This is an optimization exercise on Yosys and OpenROAD, whose aim is small area, a short achievable clock period and few clock cycles per item, not a production implementation.
In this exercise RTL edits were held to simulation tests only and were not proved equivalent to the original.
Power is estimated from default activity; no workload was simulated.

Setup of raven:
// func
module func (
        input clk_i,
        input rst_i,
        input [ 7 : 0 ] a_bi,
        input [ 7 : 0 ] b_bi,
        input start_i,
        output [ 1 : 0 ] busy_o,
        output reg [ 4 : 0 ] y_bo
    );
    wire [4:0] r;
    full u_full (.a7(a_bi[7]), .a6(a_bi[6]), .a5(a_bi[5]), .a4(a_bi[4]),
             .a3(a_bi[3]), .a2(a_bi[2]), .a1(a_bi[1]), .a0(a_bi[0]),
             .b7(b_bi[7]), .b6(b_bi[6]), .b5(b_bi[5]), .b4(b_bi[4]),
             .b3(b_bi[3]), .b2(b_bi[2]), .b1(b_bi[1]), .b0(b_bi[0]),
             .y4(r[4]), .y3(r[3]), .y2(r[2]), .y1(r[1]), .y0(r[0]));
    assign busy_o = 2'b00;
    always @(posedge clk_i) begin
        if (rst_i)
            y_bo <= 5'd0;
        else if (start_i)
            y_bo <= r;
    end
endmodule
Size: about 26 I/O pins.
==> flow/config.mk <==
export PLATFORM = sky130hd
export DESIGN_NAME = func
export DESIGN_NICKNAME = func
export VERILOG_FILES = /design/flow/design.v
export SDC_FILE = /design/flow/constraint.sdc
export NUM_CORES = 4
export LEC_CHECK = 0
export ABC_AREA = 1
export CAP_MARGIN = 20
export CORE_AREA = 2.5 2.5 57.5 57.5
export DIE_AREA = 0 0 60 60
export SLEW_MARGIN = 20
==> flow/constraint.sdc <==
create_clock -name core_clock -period 5.0 [get_ports {clk_i}]
set_input_delay 1.0000 -clock core_clock [delete_from_list [all_inputs] [get_ports {clk_i}]]
set_output_delay 1.0000 -clock core_clock [all_outputs]
set_load 0.01 [all_outputs]
standard.sh (not shown) runs the stock make flow with config.mk's settings and CLKGATE_MAP_FILE= SYNTH_SCRIPT=/design/flow/synth_recipe.tcl, a recipe that flattens the netlist after the stock synthesis.
==> flow/flow/run.sh <==
#!/bin/bash
set -euo pipefail
rm -rf scripts
cp -r "$FLOW_HOME/scripts" scripts
cp flow/abc_area.script scripts/abc_area.script
export FLOW_FO_LIMIT=3
export SKIP_REPAIR_TIE_FANOUT=1; export FLOW_FO4_LIMIT=5
export POST_GLOBAL_PLACE_TCL=$PWD/flow/post_gp.tcl
BUFFER_PORTS_ARGS="-buffer_cell sky130_fd_sc_hd__buf_1" bash standard.sh SCRIPTS_DIR=$PWD/scripts finish > standard.log 2>&1
==> flow/flow/abc_area.script <==
strash
dch
map -B 0.6
topo
stime -c
upsize -c
dnsize -c
==> flow/flow/post_gp.tcl <==
# Upsize the input-port buffers that drive many loads: buf_2 from
# FLOW_FO_LIMIT loads, buf_4 from FLOW_FO4_LIMIT loads.
set lim2 $::env(FLOW_FO_LIMIT)
set lim4 $::env(FLOW_FO4_LIMIT)
foreach inst [get_cells input*] {
  if {[get_property $inst ref_name] != "sky130_fd_sc_hd__buf_1"} { continue }
  set out [get_pins -of_objects $inst -filter "direction == output"]
  set fo [llength [get_pins -of_objects [get_nets -of_objects $out] -filter "direction == input"]]
  if {$fo >= $lim4} {
    puts "upsizing [get_full_name $inst] (fanout $fo) to buf_4"
    replace_cell $inst sky130_fd_sc_hd__buf_4
  } elseif {$fo >= $lim2} {
    puts "upsizing [get_full_name $inst] (fanout $fo) to buf_2"
    replace_cell $inst sky130_fd_sc_hd__buf_2
  }
}
Testbench counts of raven, summed over its fixed seeds: cycles 2,400, items 2,400.
Edits applied to the flow inputs when going from raven to nickel:
==> flow/flow/run.sh <==
#!/bin/bash
# Standard layout, with the port buffers made from sky130_fd_sc_hd__buf_1
# instead of the cell buffer_ports picks by default (a slow delay buffer).
set -euo pipefail
BUFFER_PORTS_ARGS="-buffer_cell sky130_fd_sc_hd__buf_1" bash standard.sh finish > standard.log 2>&1
removed: flow/flow/abc_area.script
removed: flow/flow/post_gp.tcl
[summary]
Compared with raven, in nickel clock edge transition at the registers on the reported setup and hold paths did not really move, time the final worst path needs with I/O delays and setup now sits higher, critical path depth picked up an extra 1, number of standard cells after synthesis picked up an extra 21. Endpoint of the worst setup timing path: y_bo[0]$_SDFFE_PP0P_ -> nickel, y_bo[3]$_SDFFE_PP0P_ -> raven. nickel vs raven — fraction of area in registers dropped 0.29 points. Compared with raven, placed instance count in nickel increased by more than 10%. Maximum frequency was higher in the run labelled raven. Relative to raven, portion of total power attributed to the clock network has decreased by 0.2 points in nickel. Proportion of power drawn by combinational gates delta (raven -> nickel): insignificant.
Input-level comparison between fjord and nickel:
==> flow/flow/run.sh <==
#!/bin/bash
# Standard layout (standard.sh) with four changes:
# - the port buffers are sky130_fd_sc_hd__buf_1 instead of the cell
#   buffer_ports picks by default (a slow delay buffer);
# - right after global placement, flow/post_gp.tcl turns the input-port
#   buffers that drive 4 or more loads into sky130_fd_sc_hd__buf_2;
# - synthesis maps with flow/abc_area.script (ABC_AREA is 1) instead of
#   ORFS's own area script;
# - SKIP_REPAIR_TIE_FANOUT: one tie cell drives both constant busy_o bits.
# The rest of ORFS's scripts are used unchanged.
# standard.sh's output goes to standard.log; each ORFS step writes its own
# log under orfs/logs/.
set -euo pipefail
rm -rf scripts
cp -r "$FLOW_HOME/scripts" scripts
cp flow/abc_area.script scripts/abc_area.script
export FLOW_FO_LIMIT=4
export POST_GLOBAL_PLACE_TCL="$PWD/flow/post_gp.tcl"
export SKIP_REPAIR_TIE_FANOUT=1
BUFFER_PORTS_ARGS="-buffer_cell sky130_fd_sc_hd__buf_1" bash standard.sh SCRIPTS_DIR="$PWD/scripts" finish > standard.log 2>&1
==> flow/flow/abc_area.script (new file) <==
strash
dch
map -B 0.6
topo
stime -c
upsize -c
dnsize -c
==> flow/flow/post_gp.tcl (new file) <==
# Upsize the input-port buffers that drive many loads from buf_1 to buf_2.
set my_fo_limit [expr {[info exists ::env(FLOW_FO_LIMIT)] ? $::env(FLOW_FO_LIMIT) : 4}]
foreach inst [get_cells input*] {
  set master [get_property $inst ref_name]
  if {$master != "sky130_fd_sc_hd__buf_1"} { continue }
  set out [get_pins -of_objects $inst -filter "direction == output"]
  set net [get_nets -of_objects $out]
  set fo [llength [get_pins -of_objects $net -filter "direction == input"]]
  if {$fo >= $my_fo_limit} {
    puts "upsizing [get_full_name $inst] (fanout $fo) to buf_2"
    replace_cell $inst sky130_fd_sc_hd__buf_2
  }
}
## What came out
- Looking at maximum achievable frequency across both flows, fjord is the stronger of the two, with nickel trailing.
- fjord against nickel: effective utilization at floorplan dropped 1.4 points; required arrival time at the worst endpoint picked up an extra 0.06 ns; number of enable flip-flop cells after synthesis did not really move.
- The capture point of the worst path comes out y_bo[3]$_SDFFE_PP0P_ in one run and y_bo[0]$_SDFFE_PP0P_ in the other, namely in fjord and nickel respectively.
> inputs changed (fjord -> xenon)
Settings: PLACE_DENSITY: unset -> 0.9.
==> flow/flow/run.sh <==
#!/bin/bash
# Standard layout with two changes: the port buffers are sky130_fd_sc_hd__buf_1
# instead of the cell buffer_ports picks by default (a slow delay buffer), and
# synthesis maps with flow/abc_area.script (ABC_AREA 1) instead of ORFS's.
set -euo pipefail
rm -rf scripts
cp -r "$FLOW_HOME/scripts" scripts
cp flow/abc_area.script scripts/abc_area.script
BUFFER_PORTS_ARGS="-buffer_cell sky130_fd_sc_hd__buf_1" bash standard.sh SCRIPTS_DIR=$PWD/scripts finish > standard.log 2>&1
==> flow/flow/abc_area.script <==
strash
dch
map -B 0.5
topo
stime -c
buffer -c
upsize -c
dnsize -c
removed: flow/flow/post_gp.tcl
## What came out
- Synthesized cell count, fjord and xenon: lower on xenon
- xenon vs. fjord: number of vias after detailed routing went up by about 1.6%.
- Higher minimum setup slack in the final design among fjord and xenon: fjord
- fjord -> xenon: cell-internal power flat
- Of fjord and xenon, the higher share of total power in the clock network belongs to xenon.
- Per the comparison of xenon with fjord, maximum number of pins on one net before global-route repair has increased, non-filler instance count after layout lost 6, number of nets with antenna violations after routing closely matched the old numbers, routed wire length rose by about 2.6%.
- ~same global-route usage in fjord and xenon

========
The RTL this note starts from:
==> flow/design.v <==
`timescale 1ns / 1ps
`timescale 1ns / 1ps
`timescale 1ns / 1ps
`timescale 1ns / 1ps
`timescale 1ns / 1ps
`timescale 1ns / 1ps
module func (
        input clk_i,
        input rst_i,
        input [ 7 : 0 ] a_bi,
        input [ 7 : 0 ] b_bi,
        input start_i,
        output [ 1 : 0 ] busy_o,
        output reg [ 4 : 0 ] y_bo
    );
    wire [4:0] r;
    full u_full (.a7(a_bi[7]), .a6(a_bi[6]), .a5(a_bi[5]), .a4(a_bi[4]),
             .a3(a_bi[3]), .a2(a_bi[2]), .a1(a_bi[1]), .a0(a_bi[0]),
             .b7(b_bi[7]), .b6(b_bi[6]), .b5(b_bi[5]), .b4(b_bi[4]),
             .b3(b_bi[3]), .b2(b_bi[2]), .b1(b_bi[1]), .b0(b_bi[0]),
             .y4(r[4]), .y3(r[3]), .y2(r[2]), .y1(r[1]), .y0(r[0]));
    assign busy_o = 2'b00;
    always @(posedge clk_i) begin
        if (rst_i)
            y_bo <= 5'd0;
        else if (start_i)
            y_bo <= r;
    end
endmodule
module full ( 
    a7, a6, a5, a4, a3, a2, a1, a0, b7, b6, b5, b4, b3, b2, b1, b0,
    y4, y3, y2, y1, y0  );
  input  a7, a6, a5, a4, a3, a2, a1, a0, b7, b6, b5, b4, b3, b2, b1, b0;
  output y4, y3, y2, y1, y0;
  wire new_n22, new_n23, new_n24, new_n25, new_n26, new_n27, new_n28,
    new_n29, new_n30, new_n31, new_n32, new_n33, new_n34, new_n35, new_n36,
    new_n37, new_n38, new_n39, new_n40, new_n41, new_n42, new_n43, new_n44,
    new_n45, new_n46, new_n47, new_n48, new_n49, new_n50, new_n51, new_n52,
    new_n53, new_n54, new_n55, new_n56, new_n57, new_n58, new_n59, new_n60,
    new_n62, new_n63, new_n64, new_n66, new_n67, new_n68, new_n70, new_n71,
    new_n72, new_n73, new_n74, new_n75, new_n76, new_n77, new_n78, new_n79,
    new_n80, new_n81, new_n82, new_n83, new_n84, new_n85, new_n86, new_n87,
    new_n88, new_n89, new_n90, new_n91, new_n92, new_n93, new_n94, new_n95,
    new_n96, new_n97, new_n98, new_n99, new_n100, new_n101, new_n102,
    new_n103, new_n104, new_n105, new_n106, new_n108, new_n109, new_n110,
    new_n111, new_n112, new_n113, new_n114, new_n115, new_n116, new_n117,
    new_n118, new_n119, new_n120, new_n121, new_n122, new_n123;
  assign new_n22 = b4 & b3;
  assign new_n23 = ~b5 & ~new_n22;
  assign new_n24 = b1 & b0;
  assign new_n25 = ~b5 & ~b2;
  assign new_n26 = ~new_n24 & new_n25;
  assign new_n27 = ~new_n23 & ~new_n26;
  assign new_n28 = ~a1 & ~new_n27;
  assign new_n29 = a0 & ~new_n28;
  assign new_n30 = ~b7 & ~b6;
  assign new_n31 = ~b5 & ~b4;
  assign new_n32 = ~b3 & new_n31;
  assign new_n33 = a1 & ~new_n32;
  assign new_n34 = new_n30 & ~new_n33;
  assign new_n35 = ~new_n29 & new_n34;
  assign new_n36 = ~b1 & ~b0;
  assign new_n37 = ~b2 & new_n30;
  assign new_n38 = new_n36 & new_n37;
  assign new_n39 = new_n32 & new_n38;
  assign new_n40 = ~new_n35 & ~new_n39;
  assign new_n41 = a2 & new_n40;
  assign new_n42 = a1 & b6;
  assign new_n43 = b7 & new_n42;
  assign new_n44 = ~new_n23 & new_n43;
  assign new_n45 = b5 & b2;
  assign new_n46 = new_n22 & new_n45;
  assign new_n47 = ~new_n36 & new_n46;
  assign new_n48 = ~b7 & ~new_n47;
  assign new_n49 = a1 & a0;
  assign new_n50 = ~new_n30 & new_n49;
  assign new_n51 = ~new_n48 & new_n50;
  assign new_n52 = ~new_n44 & ~new_n51;
  assign new_n53 = ~new_n41 & new_n52;
  assign new_n54 = a3 & ~new_n53;
  assign new_n55 = a5 & a4;
  assign new_n56 = a7 & a6;
  assign new_n57 = ~a7 & a5;
  assign new_n58 = ~new_n56 & ~new_n57;
  assign new_n59 = new_n55 & ~new_n58;
  assign new_n60 = new_n54 & new_n59;
  assign y4 = a7 & new_n60;
  assign new_n62 = ~a7 & a6;
  assign new_n63 = ~new_n60 & ~new_n62;
  assign new_n64 = ~a7 & new_n63;
  assign y3 = ~y4 & ~new_n64;
  assign new_n66 = ~a6 & ~a5;
  assign new_n67 = ~a4 & new_n66;
  assign new_n68 = ~new_n54 & new_n67;
  assign y2 = new_n63 & ~new_n68;
  assign new_n70 = new_n59 & ~new_n62;
  assign new_n71 = ~new_n67 & ~new_n70;
  assign new_n72 = new_n54 & ~new_n71;
  assign new_n73 = a7 & ~a5;
  assign new_n74 = ~new_n57 & ~new_n73;
  assign new_n75 = a4 & a3;
  assign new_n76 = a2 & new_n75;
  assign new_n77 = new_n74 & new_n76;
  assign new_n78 = ~new_n52 & new_n77;
  assign new_n79 = new_n58 & ~new_n67;
  assign new_n80 = ~new_n78 & new_n79;
  assign new_n81 = ~a7 & ~a4;
  assign new_n82 = ~new_n73 & ~new_n81;
  assign new_n83 = ~new_n66 & ~new_n82;
  assign new_n84 = ~a4 & ~new_n74;
  assign new_n85 = a7 & a4;
  assign new_n86 = ~new_n84 & ~new_n85;
  assign new_n87 = ~a6 & ~new_n55;
  assign new_n88 = a6 & new_n55;
  assign new_n89 = ~new_n87 & ~new_n88;
  assign new_n90 = ~a3 & ~new_n89;
  assign new_n91 = new_n86 & new_n90;
  assign new_n92 = ~new_n83 & ~new_n91;
  assign new_n93 = a2 & ~new_n34;
  assign new_n94 = a0 & new_n44;
  assign new_n95 = ~new_n93 & ~new_n94;
  assign new_n96 = a1 & new_n27;
  assign new_n97 = ~a0 & ~new_n42;
  assign new_n98 = new_n48 & new_n97;
  assign new_n99 = ~new_n96 & new_n98;
  assign new_n100 = ~new_n95 & ~new_n99;
  assign new_n101 = ~new_n92 & ~new_n100;
  assign new_n102 = ~a4 & ~a3;
  assign new_n103 = ~a2 & new_n102;
  assign new_n104 = ~new_n40 & new_n103;
  assign new_n105 = new_n101 & new_n104;
  assign new_n106 = ~new_n80 & ~new_n105;
  assign y1 = ~new_n72 & new_n106;
  assign new_n108 = ~new_n80 & new_n104;
  assign new_n109 = a6 & new_n84;
  assign new_n110 = ~a3 & new_n83;
  assign new_n111 = ~new_n109 & ~new_n110;
  assign new_n112 = ~new_n78 & new_n111;
  assign new_n113 = ~new_n101 & new_n112;
  assign new_n114 = ~new_n72 & new_n113;
  assign new_n115 = ~new_n108 & ~new_n114;
  assign new_n116 = new_n66 & new_n85;
  assign new_n117 = ~a2 & ~a1;
  assign new_n118 = ~a0 & new_n117;
  assign new_n119 = new_n39 & new_n118;
  assign new_n120 = a3 & new_n89;
  assign new_n121 = new_n86 & ~new_n120;
  assign new_n122 = new_n119 & new_n121;
  assign new_n123 = ~new_n116 & ~new_n122;
  assign y0 = ~new_n115 & new_n123;
endmodule
==> flow/config.mk <==
export PLATFORM = sky130hd
export DESIGN_NAME = func
export DESIGN_NICKNAME = func
export VERILOG_FILES = /design/flow/design.v
export SDC_FILE = /design/flow/constraint.sdc
export NUM_CORES = 4
export LEC_CHECK = 0
export ABC_AREA = 1
export CAP_MARGIN = 20
export CORE_AREA = 2.5 2.5 57.5 57.5
export DIE_AREA = 0 0 60 60
export PLACE_DENSITY = 0.45
export SLEW_MARGIN = 20
==> flow/constraint.sdc <==
create_clock -name core_clock -period 5.0 [get_ports {clk_i}]
set_input_delay 1.0000 -clock core_clock [delete_from_list [all_inputs] [get_ports {clk_i}]]
set_output_delay 1.0000 -clock core_clock [all_outputs]
set_load 0.01 [all_outputs]
==> flow/flow/run.sh <==
#!/bin/bash
set -euo pipefail
rm -rf scripts
cp -r "$FLOW_HOME/scripts" scripts
cp flow/abc_area.script scripts/abc_area.script
export FLOW_FO_LIMIT=4
export SKIP_REPAIR_TIE_FANOUT=1
export POST_GLOBAL_PLACE_TCL=$PWD/flow/post_gp.tcl
BUFFER_PORTS_ARGS="-buffer_cell sky130_fd_sc_hd__buf_1" bash standard.sh SCRIPTS_DIR=$PWD/scripts finish > standard.log 2>&1
==> flow/flow/abc_area.script <==
strash
dch
map -B 0.6
topo
stime -c
upsize -c
dnsize -c
==> flow/flow/post_gp.tcl <==
# Upsize the input-port buffers that drive many loads from buf_1 to buf_2.
set my_fo_limit [expr {[info exists ::env(FLOW_FO_LIMIT)] ? $::env(FLOW_FO_LIMIT) : 4}]
foreach inst [get_cells input*] {
  set master [get_property $inst ref_name]
  if {$master != "sky130_fd_sc_hd__buf_1"} { continue }
  set out [get_pins -of_objects $inst -filter "direction == output"]
  set net [get_nets -of_objects $out]
  set fo [llength [get_pins -of_objects $net -filter "direction == input"]]
  if {$fo >= $my_fo_limit} {
    puts "upsizing [get_full_name $inst] (fanout $fo) to buf_2"
    replace_cell $inst sky130_fd_sc_hd__buf_2
  }
}
Testbench counts at the start, summed over its fixed seeds: cycles 2,400, items 2,400.
==> next run, changes <==
==> flow/flow/run.sh (replaced) <==
#!/bin/bash
# Standard layout with two changes: the port buffers are sky130_fd_sc_hd__buf_1
# instead of the cell buffer_ports picks by default (a slow delay buffer), and
# synthesis maps with flow/abc_area.script (ABC_AREA 1) instead of ORFS's.
set -euo pipefail
rm -rf scripts
cp -r "$FLOW_HOME/scripts" scripts
cp flow/abc_area.script scripts/abc_area.script
BUFFER_PORTS_ARGS="-buffer_cell sky130_fd_sc_hd__buf_1" bash standard.sh SCRIPTS_DIR=$PWD/scripts finish > standard.log 2>&1
==> flow/flow/abc_area.script (replaced) <==
strash
dch
map -B 0.5
topo
stime -c
buffer -c
upsize -c
dnsize -c
--- a/flow/config.mk
+++ b/flow/config.mk
@@ -11,3 +11,2 @@
 export DIE_AREA = 0 0 60 60
-export PLACE_DENSITY = 0.45
 export SLEW_MARGIN = 20
removed: flow/flow/post_gp.tcl
Die area does not change.
Setup slack got worse by 0.025 ns.
Power stays flat.
==> next run, changes <==
==> flow/flow/run.sh (replaced) <==
#!/bin/bash
set -euo pipefail
rm -rf scripts
cp -r "$FLOW_HOME/scripts" scripts
cp flow/abc_area.script scripts/abc_area.script
export FLOW_FO_LIMIT=4
export POST_GLOBAL_PLACE_TCL=$PWD/flow/post_gp.tcl
BUFFER_PORTS_ARGS="-buffer_cell sky130_fd_sc_hd__buf_1" bash standard.sh SCRIPTS_DIR=$PWD/scripts finish > standard.log 2>&1
==> flow/flow/post_gp.tcl (new file) <==
# Upsize the input-port buffers that drive many loads from buf_1 to buf_2.
set my_fo_limit [expr {[info exists ::env(FLOW_FO_LIMIT)] ? $::env(FLOW_FO_LIMIT) : 4}]
foreach inst [get_cells input*] {
  set master [get_property $inst ref_name]
  if {$master != "sky130_fd_sc_hd__buf_1"} { continue }
  set out [get_pins -of_objects $inst -filter "direction == output"]
  set net [get_nets -of_objects $out]
  set fo [llength [get_pins -of_objects $net -filter "direction == input"]]
  if {$fo >= $my_fo_limit} {
    puts "upsizing [get_full_name $inst] (fanout $fo) to buf_2"
    replace_cell $inst sky130_fd_sc_hd__buf_2
  }
}
The changed run finished with timing, DRC and antenna clean.
Synthesized area does not change.
First-iteration DRC count falls by 13%.
Die area stays the same.
Sequential share of layout area decreases by 0.17 points.
Power came out lower by 0.35%.
Clock power is lower by about 3%.
Hold slack is about the same.

==> afterwards: timing with drivers on the ports <==
In the flow no input, the clock included, has a driving cell. The finished layouts below were timed again as built, in two steps. Step 1 assumes that a clkbuf_16 drives the clock port and a buf_2 every other input. Step 2 times the ports against the registers' clock, not the clock port: input delays grow and output delays shrink by t, the midpoint of the rising clock arrivals with the driver on. Slacks: no drivers / after step 1 / after step 2; pairs: no drivers / after step 1.
| run | shift t [ns] | setup WS [ns] | latest minus earliest clock arrival (ns) | slew at the worst register clock pin (ns) | cell pins on the clock port's net |
|---|---|---|---|---|---|
| raven | 0.256 | 3.095 / 3.091 / 2.836 | 0.006 / 0.005 | 0.05 / 0.05 | 1 |
| nickel | 0.255 | 2.976 / 2.970 / 2.715 | 0.000 / 0.000 | 0.04 / 0.04 | 1 |
| fjord | 0.251 | 3.090 / 3.086 / 2.835 | 0.002 / 0.002 | 0.04 / 0.04 | 1 |
| xenon | 0.254 | 2.983 / 2.973 / 2.719 | 0.000 / 0.000 | 0.04 / 0.04 | 1 |
| the first run of note 2 | 0.257 | 3.047 / 3.042 / 2.786 | 0.000 / 0.001 | 0.04 / 0.04 | 1 |
| the second run of note 2 | 0.259 | 3.022 / 3.012 / 2.753 | 0.001 / 0.000 | 0.04 / 0.04 | 1 |
| the third run of note 2 | 0.255 | 3.077 / 3.064 / 2.809 | 0.004 / 0.003 | 0.04 / 0.04 | 1 |
After both steps setup and hold are still met in every run listed. The setup slack of the second run of note 2, which loses most, moves by -0.010 ns with the drivers and by -0.269 ns with both steps.
